What follows belongs to an exercise in optimizing a design on an open flow for small area, a short achievable clock period and few clock cycles; a production flow would make more cautious choices. RTL that was checked went through simulation tests only; none was proved equivalent to the original. Power and IR drop assume default switching activity.

==> flow/design.v <==
`timescale 1ns / 1ps
module full_reciprocal(
input logic clk,
input logic rst,  
input logic start,
output logic ready,
input logic [15:0] input0,
output logic [23:0] output0  
);
localparam int FL = 16;           
localparam int XW = FL - 1;       
localparam int KMAX = 1 << (20 - FL);
logic          busy;   
logic          first;  
logic [15:0]   x;      
logic [XW:0]   p;      
logic [19:0]   q;      
logic [19:0]   res;    
assign output0 = {4'b0, res};
logic fast;
assign fast = |x[15:FL-1];
logic [KMAX+1:8] t;    
always_comb begin
	for (int k = 8; k <= KMAX; k++) t[k] = ({4'b0, x} <= 20'(524288 / k));
	t[KMAX+1] = 1'b0;
end
logic [19:0] fq;
always_comb begin
	fq = '0;
	for (int k = 8; k <= KMAX; k++)
		if (t[k] & ~t[k+1]) fq = fq | 20'(k);
end
logic [XW-1:0] xs;     
logic [XW-1:0] y;
logic [XW-1:0] msk;    
logic [XW-1:0] msb;    
logic [XW:0]   hi;     
logic [XW-1:0] lo;     
assign xs = x[XW-1:0];
assign y  = xs - 1'b1;
always_comb begin
	hi[XW] = 1'b0;
	for (int i = XW-1; i >= 0; i--) hi[i] = hi[i+1] | xs[i];
	lo[0] = 1'b0;
	for (int i = 1; i < XW; i++) lo[i] = lo[i-1] | xs[i-1];
	for (int i = 0; i < XW; i++) msk[i] = hi[i+1] | (xs[i] & lo[i]);
	msb = msk & ~(msk >> 1);
end
logic [XW-1:0] r1;
assign r1 = ~y & msk;
logic [XW+1:0] d2p;
logic [XW+2:0] d1, d2, d3;
logic [1:0]    qd;
logic [XW-1:0] r;
assign d2p = {p, 1'b0};
assign d1  = {1'b0, d2p} - {3'b0, xs};
assign d2  = {1'b0, d2p} - {2'b0, xs, 1'b0};
assign d3  = {1'b0, d2p} - {3'b0, xs} - {2'b0, xs, 1'b0};
always_comb begin
	if (!d3[XW+2])      begin qd = 2'd3; r = d3[XW-1:0]; end
	else if (!d2[XW+2]) begin qd = 2'd2; r = d2[XW-1:0]; end
	else if (!d1[XW+2]) begin qd = 2'd1; r = d1[XW-1:0]; end
	else                begin qd = 2'd0; r = d2p[XW-1:0]; end
end
logic fdone, sdone;
assign fdone = first & fast;
assign sdone = busy & ~first & (q[19] | q[18]);
always_ff @(posedge clk) begin
	if (!busy)
		x <= input0;
	if (first) begin
		p <= {r1, 1'b0};
		q <= {{(18-XW){1'b0}}, msb, ~msk[0], 1'b1};
	end else begin
		p <= {r, 1'b0};
		q <= {q[17:0], qd};
	end
	if (!rst) begin
		if (sdone)
			res <= q[19] ? {q[18:0], qd[1]} : {q[17:0], qd};
		else if (fdone)
			res <= fq;
	end
	if (rst) begin
		busy  <= 1'b0;
		first <= 1'b0;
		ready <= 1'b0;
	end else begin
		busy  <= busy ? ~(fdone | sdone) : start;
		first <= ~busy & start;
		ready <= fdone | sdone;
	end
end
endmodule
Settings: LEC_CHECK=0, CAP_MARGIN=20, CORE_MARGIN=2, CORE_UTILIZATION=40, SLEW_MARGIN=20; clock period 8.0 ns.
standard.sh (not shown) runs the stock make flow with config.mk's settings and CLKGATE_MAP_FILE= SYNTH_SCRIPT=/design/flow/synth_recipe.tcl, a recipe that flattens the netlist after the stock synthesis.
==> flow/flow/run.sh <==
#!/bin/bash
set -euo pipefail
MARGIN=$(cat flow/margin.txt)
bash standard.sh SETUP_SLACK_MARGIN=$MARGIN finish > standard_flow.log 2>&1
==> flow/flow/margin.txt <==
5.5
The baseline completed without violations.
Next try:
==> flow/run.sh (new file) <==
#!/bin/bash
# synth_recipe.tcl (not shown) runs the flow's synth.tcl, then flattens the netlist and writes it again
# the make line also repeats each setting of config.mk as NAME=value (left out here)
make -C /OpenROAD-flow-scripts/flow DESIGN_CONFIG=/design/flow/config.mk WORK_HOME=/design/flow/orfs CLKGATE_MAP_FILE= SYNTH_SCRIPT=/design/flow/synth_recipe.tcl finish
- SETUP_SLACK_MARGIN: default -> 5
removed: flow/flow/run.sh
removed: flow/flow/margin.txt
removed: flow/standard.sh
Via count rises slightly.
Worst setup slack improved by 0.015 ns.
Synthesized area does not change.
Routed wire length rises slightly.
Fmax rises slightly.
Flip-flop and latch count does not change.
Combinational power rises by a few percent.
Total power rises by a few percent.
No functional check of the RTL was part of any run of this note.


## run A
Another version of the RTL of full_reciprocal (not shown whole).
For scale: roughly 450 cells after synthesis, ~74 flip-flops, about 44 I/O pins, ~4200 um^2 of cells after synthesis.
clock: 8.0 ns
lec_check: 0
cap_margin: 20
core_margin: 2
core_utilization: 40
cts_buf_list: sky130_fd_sc_hd__clkbuf_4 sky130_fd_sc_hd__clkbuf_8
setup_slack_margin: 5
slew_margin: 20
run.sh (not shown) runs the stock make flow with config.mk's settings and CLKGATE_MAP_FILE= SYNTH_SCRIPT=/design/flow/synth_recipe.tcl, a recipe that flattens the netlist after the stock synthesis.
Stock flow here: none of the scripts above is used.
Run A | status: complete | timing, DRC, antenna: pass
Testbench counts of run A, summed over its fixed seeds: cycles 4,975.
For run B, these inputs were changed with respect to run A:
--- a/flow/config.mk
+++ b/flow/config.mk
@@ -10,2 +10,2 @@
-export CORE_UTILIZATION = 40
-export CTS_BUF_LIST = sky130_fd_sc_hd__clkbuf_4 sky130_fd_sc_hd__clkbuf_8
+export CORE_UTILIZATION = 60
+export PLACE_DENSITY = 0.7
## What came out
- Run B ended up with p[3] as its end point of the critical path; run A ended up with res[2].
- Cmp run B and run A / cell area after placement / lower: run B
- Changes observed in run B relative to run A: detailed route wirelength on metal2 now sits lower, total power consumption of the routed design now sits lower, aggregate global-route resource usage now sits higher.
Setup changes, run B to run C
==> flow/flow/run.sh (new file) <==
#!/bin/bash
set -euo pipefail
MARGIN=$(cat flow/margin.txt)
bash standard.sh SETUP_SLACK_MARGIN=$MARGIN finish > standard_flow.log 2>&1
==> flow/flow/margin.txt (new file) <==
5.5
==> flow/standard.sh (new file) <==
#!/bin/bash
# synth_recipe.tcl (not shown) runs the flow's synth.tcl, then flattens the netlist and writes it again
# the make line also repeats each setting of config.mk as NAME=value (left out here)
make -C /OpenROAD-flow-scripts/flow DESIGN_CONFIG=/design/flow/config.mk WORK_HOME=/design/flow/orfs CLKGATE_MAP_FILE= SYNTH_SCRIPT=/design/flow/synth_recipe.tcl "${@:-finish}"
--- a/flow/config.mk
+++ b/flow/config.mk
@@ -10,3 +10 @@
-export CORE_UTILIZATION = 60
-export PLACE_DENSITY = 0.7
-export SETUP_SLACK_MARGIN = 5
+export CORE_UTILIZATION = 40
removed: flow/run.sh
--- outcome ---
The flow did not stop early for run C: all stages ran, and the layout cleared the timing, DRC and antenna checks. On sequential fraction of total cell area: run C sits below run B. Compared with run B, in run C total core area rose 51%; global-route total usage across every layer now sits lower.
diff inputs: run C => run D
==> flow/run.sh (new file) <==
#!/bin/bash
# synth_recipe.tcl (not shown) runs the flow's synth.tcl, then flattens the netlist and writes it again
# the make line also repeats each setting of config.mk as NAME=value (left out here)
make -C /OpenROAD-flow-scripts/flow DESIGN_CONFIG=/design/flow/config.mk WORK_HOME=/design/flow/orfs CLKGATE_MAP_FILE= SYNTH_SCRIPT=/design/flow/synth_recipe.tcl finish
--- a/flow/config.mk
+++ b/flow/config.mk
@@ -10,0 +11 @@
+export SETUP_SLACK_MARGIN = 5
removed: flow/flow/run.sh
removed: flow/flow/margin.txt
removed: flow/standard.sh
Results
Taking run C as the reference, in run D combinational power fell by 16%, fmax rose by 3.8 MHz, wire length on met1 fell by 79 um, wire length after detailed routing fell by 1.4%, final area fell by 340 um^2. Fraction of area in clock buffers and inverters: run D higher than run C. Run comparison: run C library cell contributing the largest single delay on the critical path or3_4; run D library cell contributing the largest single delay on the critical path o311a_1.
The following lists how run E was set up differently from run D:
--- a/flow/config.mk
+++ b/flow/config.mk
@@ -7,0 +8 @@
+export ABC_AREA = 1
Notes after the runs:
Compared with run D, in run E final clock period utilization by the worst path now sits lower; upper clock frequency limit rose by about 0.8%; non-clock buffer count now sits lower.
Compare run E and run D | growth of design area from synthesis to finish higher: run D
Run E vs run D: met2 routed wirelength up by more than 10%
When the final numbers for run E and run D were put side by side, the combinational gate power turned out to be smaller in run D.
Compared with run D, run E shows a higher register-to-register slack.
> inputs changed (run E -> run F)
--- a/flow/config.mk
+++ b/flow/config.mk
@@ -8 +7,0 @@
-export ABC_AREA = 1
@@ -11,0 +11 @@
+export CTS_BUF_LIST = sky130_fd_sc_hd__clkbuf_8
Notes after the runs:
Summary — length in cells of the worst reg-to-reg path, run F relative to run E: lower, by 3. Between run E and run F, the clock latency on the worst-skew pair is higher for run F. Power: run F better than run E. Re final setup slack of the worst path: run E was higher than run F. Comparing via count for run E and run F, the smaller number came from run F.


== lane 4 ==
full_reciprocal, a different RTL version from the one above (not shown whole).
For scale: ~650 cells after synthesis, about 44 I/O pins, about 5500 um2 of cells after synthesis.
==> flow/design.v (excerpt) <==
module full_reciprocal(
input logic clk,
input logic rst,  
input logic start,
output logic ready,
input logic [15:0] input0,
output logic [23:0] output0  
);
make LEC_CHECK=0 CAP_MARGIN=20 CORE_MARGIN=2 CORE_UTILIZATION=40 SETUP_SLACK_MARGIN=5 SLEW_MARGIN=20 finish   # period 8.0 ns
Stock flow here: none of the scripts above is used.
The final layout from lane 4, which completed every stage, passed the timing, DRC and antenna checks at the end of the flow.
Changes in lane 1 relative to lane 4:
Settings: SETUP_SLACK_MARGIN no longer set, was 5.
==> flow/flow/run.sh (new file) <==
#!/bin/bash
set -euo pipefail
MARGIN=$(cat flow/margin.txt)
bash standard.sh SETUP_SLACK_MARGIN=$MARGIN finish > standard_flow.log 2>&1
==> flow/flow/margin.txt (new file) <==
5.5
==> flow/standard.sh (new file) <==
#!/bin/bash
# synth_recipe.tcl (not shown) runs the flow's synth.tcl, then flattens the netlist and writes it again
# the make line also repeats each setting of config.mk as NAME=value (left out here)
make -C /OpenROAD-flow-scripts/flow DESIGN_CONFIG=/design/flow/config.mk WORK_HOME=/design/flow/orfs CLKGATE_MAP_FILE= SYNTH_SCRIPT=/design/flow/synth_recipe.tcl "${@:-finish}"
removed: flow/run.sh
==> results.txt <==
- Having completed the whole flow, lane 1 delivered a layout that passed the timing, DRC and antenna checks.
- Diff lane 4 -> lane 1 | final period utilization | decrease of 3.5 points
- Clock input transition at the sequential cells of the worst setup and hold paths of lane 4 is on par with lane 1.
- The non-filler instance count after layout reported for lane 1 is greater than that of lane 4 by 82.
- Lane 1 vs. lane 4: critical path depth has increased; total number of multi-input combinational cells has remained practically unchanged.
- Going from lane 4 to lane 1, largest fanout on the critical path shrinks by 19.
- Floorplan row count: lane 4 vs lane 1 identical
- On lane 1: all-layer global routing usage is 3.1 points higher than what lane 4 gave.
- Signed area change from the synthesized netlist to the final layout: lane 4 and lane 1 compared, higher one is lane 1
Function was not checked in any run of this note: the RTL went through the layout flow alone.


full_reciprocal with an RTL version that a note above also has.
For scale: roughly 74 flip-flops, ~44 I/O pins.
==> flow/design.v (excerpt) <==
module full_reciprocal(
input logic clk,
input logic rst,  
input logic start,
output logic ready,
input logic [15:0] input0,
output logic [23:0] output0  
);
Settings: LEC_CHECK=0, CAP_MARGIN=0, CORE_MARGIN=2, CORE_UTILIZATION=40, SETUP_SLACK_MARGIN=5, SLEW_MARGIN=0; clock period 8.0 ns.
Stock flow here: none of the scripts above is used.
Testbench counts at the start, summed over its fixed seeds: cycles 4,975.
Next try:
==> flow/flow/run.sh (new file) <==
#!/bin/bash
set -euo pipefail
MARGIN=$(cat flow/margin.txt)
bash standard.sh SETUP_SLACK_MARGIN=$MARGIN finish > standard_flow.log 2>&1
==> flow/flow/margin.txt (new file) <==
5.2
==> flow/standard.sh (new file) <==
#!/bin/bash
# synth_recipe.tcl (not shown) runs the flow's synth.tcl, then flattens the netlist and writes it again
# the make line also repeats each setting of config.mk as NAME=value (left out here)
make -C /OpenROAD-flow-scripts/flow DESIGN_CONFIG=/design/flow/config.mk WORK_HOME=/design/flow/orfs CLKGATE_MAP_FILE= SYNTH_SCRIPT=/design/flow/synth_recipe.tcl "${@:-finish}"
--- a/flow/config.mk
+++ b/flow/config.mk
@@ -6,7 +6,6 @@
 export NUM_CORES = 4
 export LEC_CHECK = 0
-export CAP_MARGIN = 0
+export CAP_MARGIN = 20
 export CORE_MARGIN = 2
 export CORE_UTILIZATION = 40
-export SETUP_SLACK_MARGIN = 5
-export SLEW_MARGIN = 0
+export SLEW_MARGIN = 20
removed: flow/run.sh
=> Non-clock buffer count rose by 4. Final area rises by a few percent. Power hardly moves. Wire length is higher slightly. Flip-flop and latch count stays the same. Sequential power is about the same. Area after synthesis stays the same.
Next try:
==> flow/flow/margin.txt (replaced) <==
5.1
- The changed run completed without violations
- core utilization drops by 0.18 points
- worst setup slack improves by 0.0070 ns
- via count decreases by 1.5%
- synthesized area is unchanged


Another version of the RTL of full_reciprocal (not shown whole).
For scale: roughly 4900 sq um of cells after synthesis.
Design full_reciprocal, start of the top module:
module full_reciprocal(
input logic clk,
input logic rst,  
input logic start,
output logic ready,
input logic [15:0] input0,
output logic [23:0] output0  
);
localparam int FL = 16;           
localparam int XW = FL - 1;       
localparam int KMAX = 1 << (20 - FL);
logic          busy;
logic [XW-1:0] x;      
logic [XW:0]   p;      
logic [19:0]   q;      
logic [19:0]   res;    
assign output0 = {4'b0, res};
logic fast;
assign fast = |input0[15:FL-1];
logic [KMAX+1:8] t;    
always_comb begin
	for (int k = 8; k <= KMAX; k++) t[k] = ({4'b0, input0} <= 20'(524288 / k));
	t[KMAX+1] = 1'b0;
end
logic [19:0] fq;
always_comb begin
	fq = '0;
	for (int k = 8; k <= KMAX; k++)
		if (t[k] & ~t[k+1]) fq = fq | 20'(k);
end
logic [33:16] t2;      
always_comb begin
	for (int k = 16; k <= 32; k++) t2[k] = ({5'b0, x} <= 20'(524288 / k));
	t2[33] = 1'b0;
end
logic [19:0] fq2;
always_comb begin
	fq2 = '0;
	for (int k = 16; k <= 32; k++)
		if (t2[k] & ~t2[k+1]) fq2 = fq2 | 20'(k);
end
logic [XW:0] p0;
always_comb begin
	logic any;
	any = 1'b0;
	for (int i = XW; i >= 1; i--) begin
		p0[i] = input0[i-1] & ~any;
		any = any | input0[i-1];
	end
	p0[0] = ~any;
end
logic [XW+1:0] diff;
logic          qb;
logic [XW-1:0] r;
  ...
export LEC_CHECK = 0
export CAP_MARGIN = 20
export CORE_MARGIN = 2
export CORE_UTILIZATION = 40
export CTS_BUF_LIST = sky130_fd_sc_hd__clkbuf_8
export SETUP_SLACK_MARGIN = 5
export SLEW_MARGIN = 20
create_clock -name core_clock -period 8.0 [get_ports {clk}]
Stock flow here: none of the scripts above is used.
Testbench counts at the start, summed over its fixed seeds: cycles 3,763.
==> next run, changes <==
CTS_BUF_LIST = unset   (was sky130_fd_sc_hd__clkbuf_8)
After rerunning: Total power climbs by roughly a tenth; routed wire length increases slightly; setup slack got worse by 30 ps; sequential share of layout area fell by 0.73 points.
==> next run, changes <==
SETUP_SLACK_MARGIN = 4.8   (was 5)
Result:
- via count rises by 1.6%
- core utilization goes up by 0.55 points
- register-to-register slack loses 160 ps
- cell count goes up by 0.92%
- worst setup slack loses 200 ps
- design area grows by about 1.2%
- non-clock buffer count goes up by 7
- routed wire length climbs by 1.5%
- synthesized cell count does not change
- critical path depth decreases by 1
==> next run, changes <==
CORE_UTILIZATION = 50   (was 40)
SETUP_SLACK_MARGIN = 5   (was 4.8)
The changed run went through all stages and came out clean.
Via count falls slightly.
Cell area falls slightly.
Maximum frequency rises by a little under a tenth.
Die area falls by about a fifth.
Clock skew rises by 6.3 ps.
Total power falls by roughly a tenth.
Sequential share of layout area rises by 0.18 points.
Sequential power hardly moves.
Worst setup slack improved by 230 ps.
Wire length falls by a few percent.
Critical path depth falls by 1.
==> next run, changes <==
CTS_BUF_LIST = sky130_fd_sc_hd__clkbuf_8   (was unset)
Result: The changed run ran to the end with no violations. Worst hold slack does not change. Combinational power barely changes. Synthesized area is unchanged. Global-route usage is unchanged. Register-to-register slack hardly moves. Via count does not change.


full_reciprocal, a different RTL version from the one above (not shown whole).
For scale: about 74 flip-flops, ~44 I/O pins.
==> flow/config.mk <==
export PLATFORM = sky130hd
export DESIGN_NAME = full_reciprocal
export DESIGN_NICKNAME = full_reciprocal
export VERILOG_FILES = /design/flow/design.v
export SDC_FILE = /design/flow/constraint.sdc
export NUM_CORES = 4
export LEC_CHECK = 0
export CAP_MARGIN = 20
export CORE_MARGIN = 2
export CORE_UTILIZATION = 40
export SLEW_MARGIN = 20
==> flow/constraint.sdc <==
create_clock -name core_clock -period 8.0 [get_ports {clk}]
set_input_delay 1.6000 -clock core_clock [delete_from_list [all_inputs] [get_ports {clk}]]
set_output_delay 1.6000 -clock core_clock [all_outputs]
set_load 0.01 [all_outputs]
standard.sh (not shown) runs the stock make flow with config.mk's settings and CLKGATE_MAP_FILE= SYNTH_SCRIPT=/design/flow/synth_recipe.tcl, a recipe that flattens the netlist after the stock synthesis.
==> flow/flow/run.sh <==
#!/bin/bash
set -euo pipefail
MARGIN=$(cat flow/margin.txt)
bash standard.sh SETUP_SLACK_MARGIN=$MARGIN finish > standard_flow.log 2>&1
==> flow/flow/margin.txt <==
5.5
Rerun with:
==> flow/run.sh (new file) <==
#!/bin/bash
# synth_recipe.tcl (not shown) runs the flow's synth.tcl, then flattens the netlist and writes it again
# the make line also repeats each setting of config.mk as NAME=value (left out here)
make -C /OpenROAD-flow-scripts/flow DESIGN_CONFIG=/design/flow/config.mk WORK_HOME=/design/flow/orfs CLKGATE_MAP_FILE= SYNTH_SCRIPT=/design/flow/synth_recipe.tcl finish
- SETUP_SLACK_MARGIN: default -> 5
removed: flow/flow/run.sh
removed: flow/flow/margin.txt
removed: flow/standard.sh
=> Clock-buffer cell count is unchanged. Non-clock buffer count goes down by 35. Fmax goes up by 3.0%. Via count goes down by 6.4%. Sequential power barely changes. Global-route usage goes down by 1.4 points. Design area goes down by 7.9%. Worst setup slack improved by 0.095 ns.
No run of this note included a check of the RTL's function; only the layout flow was run.

what the ideal ports hide:
How much do the figures lean on ideal ports? The routed layouts below were timed once more, with nothing changed but the port constraints.
Step 1, drivers: a clkbuf_16 drives clk and a buf_2 each remaining input, both assumed.
Step 2 also shifts input and output timing later by t, the mid clock arrival at the registers, as if the neighbouring blocks saw the same clock.
Slacks: ideal / step 1 / step 2; pairs: ideal / step 1.
run | t (ns) | setup slack, ns | worst setup path after step 2 | worst data-port slew with drivers (ns)
the first run of note 1 | 0.385 | 3.965 / 3.965 / 3.965 | register to register | 0.03
the second run of note 1 | 0.359 | 3.980 / 3.980 / 3.980 | register to register | 0.04
run A | 0.383 | 5.071 / 5.071 / 4.689 | input to register | 0.04
run B | 0.364 | 5.031 / 5.008 / 4.644 | input to register | 0.07
run C | 0.378 | 5.038 / 5.024 / 4.647 | input to register | 0.07
run D | 0.383 | 5.071 / 5.071 / 4.689 | input to register | 0.04
run E | 0.370 | 5.094 / 5.107 / 4.736 | input to register | 0.04
run F | 0.383 | 5.071 / 5.071 / 4.689 | input to register | 0.04
lane 4 | 0.395 | 5.069 / 5.069 / 4.986 | input to register | 0.04
lane 1 | 0.398 | 5.349 / 5.349 / 5.157 | input to register | 0.04
the first run of note 4 | 0.383 | 5.071 / 5.071 / 4.689 | input to register | 0.04
the second run of note 4 | 0.392 | 5.158 / 5.146 / 4.754 | input to register | 0.06
the third run of note 4 | 0.388 | 5.165 / 5.131 / 4.782 | input to register | 0.06
the first run of note 5 | 0.391 | 5.006 / 5.006 / 4.669 | input to register | 0.03
the second run of note 5 | 0.373 | 4.976 / 4.976 / 4.665 | input to register | 0.04
the third run of note 5 | 0.376 | 4.773 / 4.785 / 4.410 | input to register | 0.03
the fourth run of note 5 | 0.388 | 5.005 / 5.008 / 4.621 | input to register | 0.06
the fifth run of note 5 | 0.388 | 5.005 / 5.008 / 4.621 | input to register | 0.06
the first run of note 6 | 0.383 | 4.739 / 4.738 / 4.356 | input to register | 0.05
the second run of note 6 | 0.382 | 4.835 / 4.830 / 4.448 | input to register | 0.05
After both steps setup and hold are still met in every run listed. For the second run of note 4, which loses most, drivers alone change the setup slack by -0.012 ns; drivers and shift together by -0.404 ns.
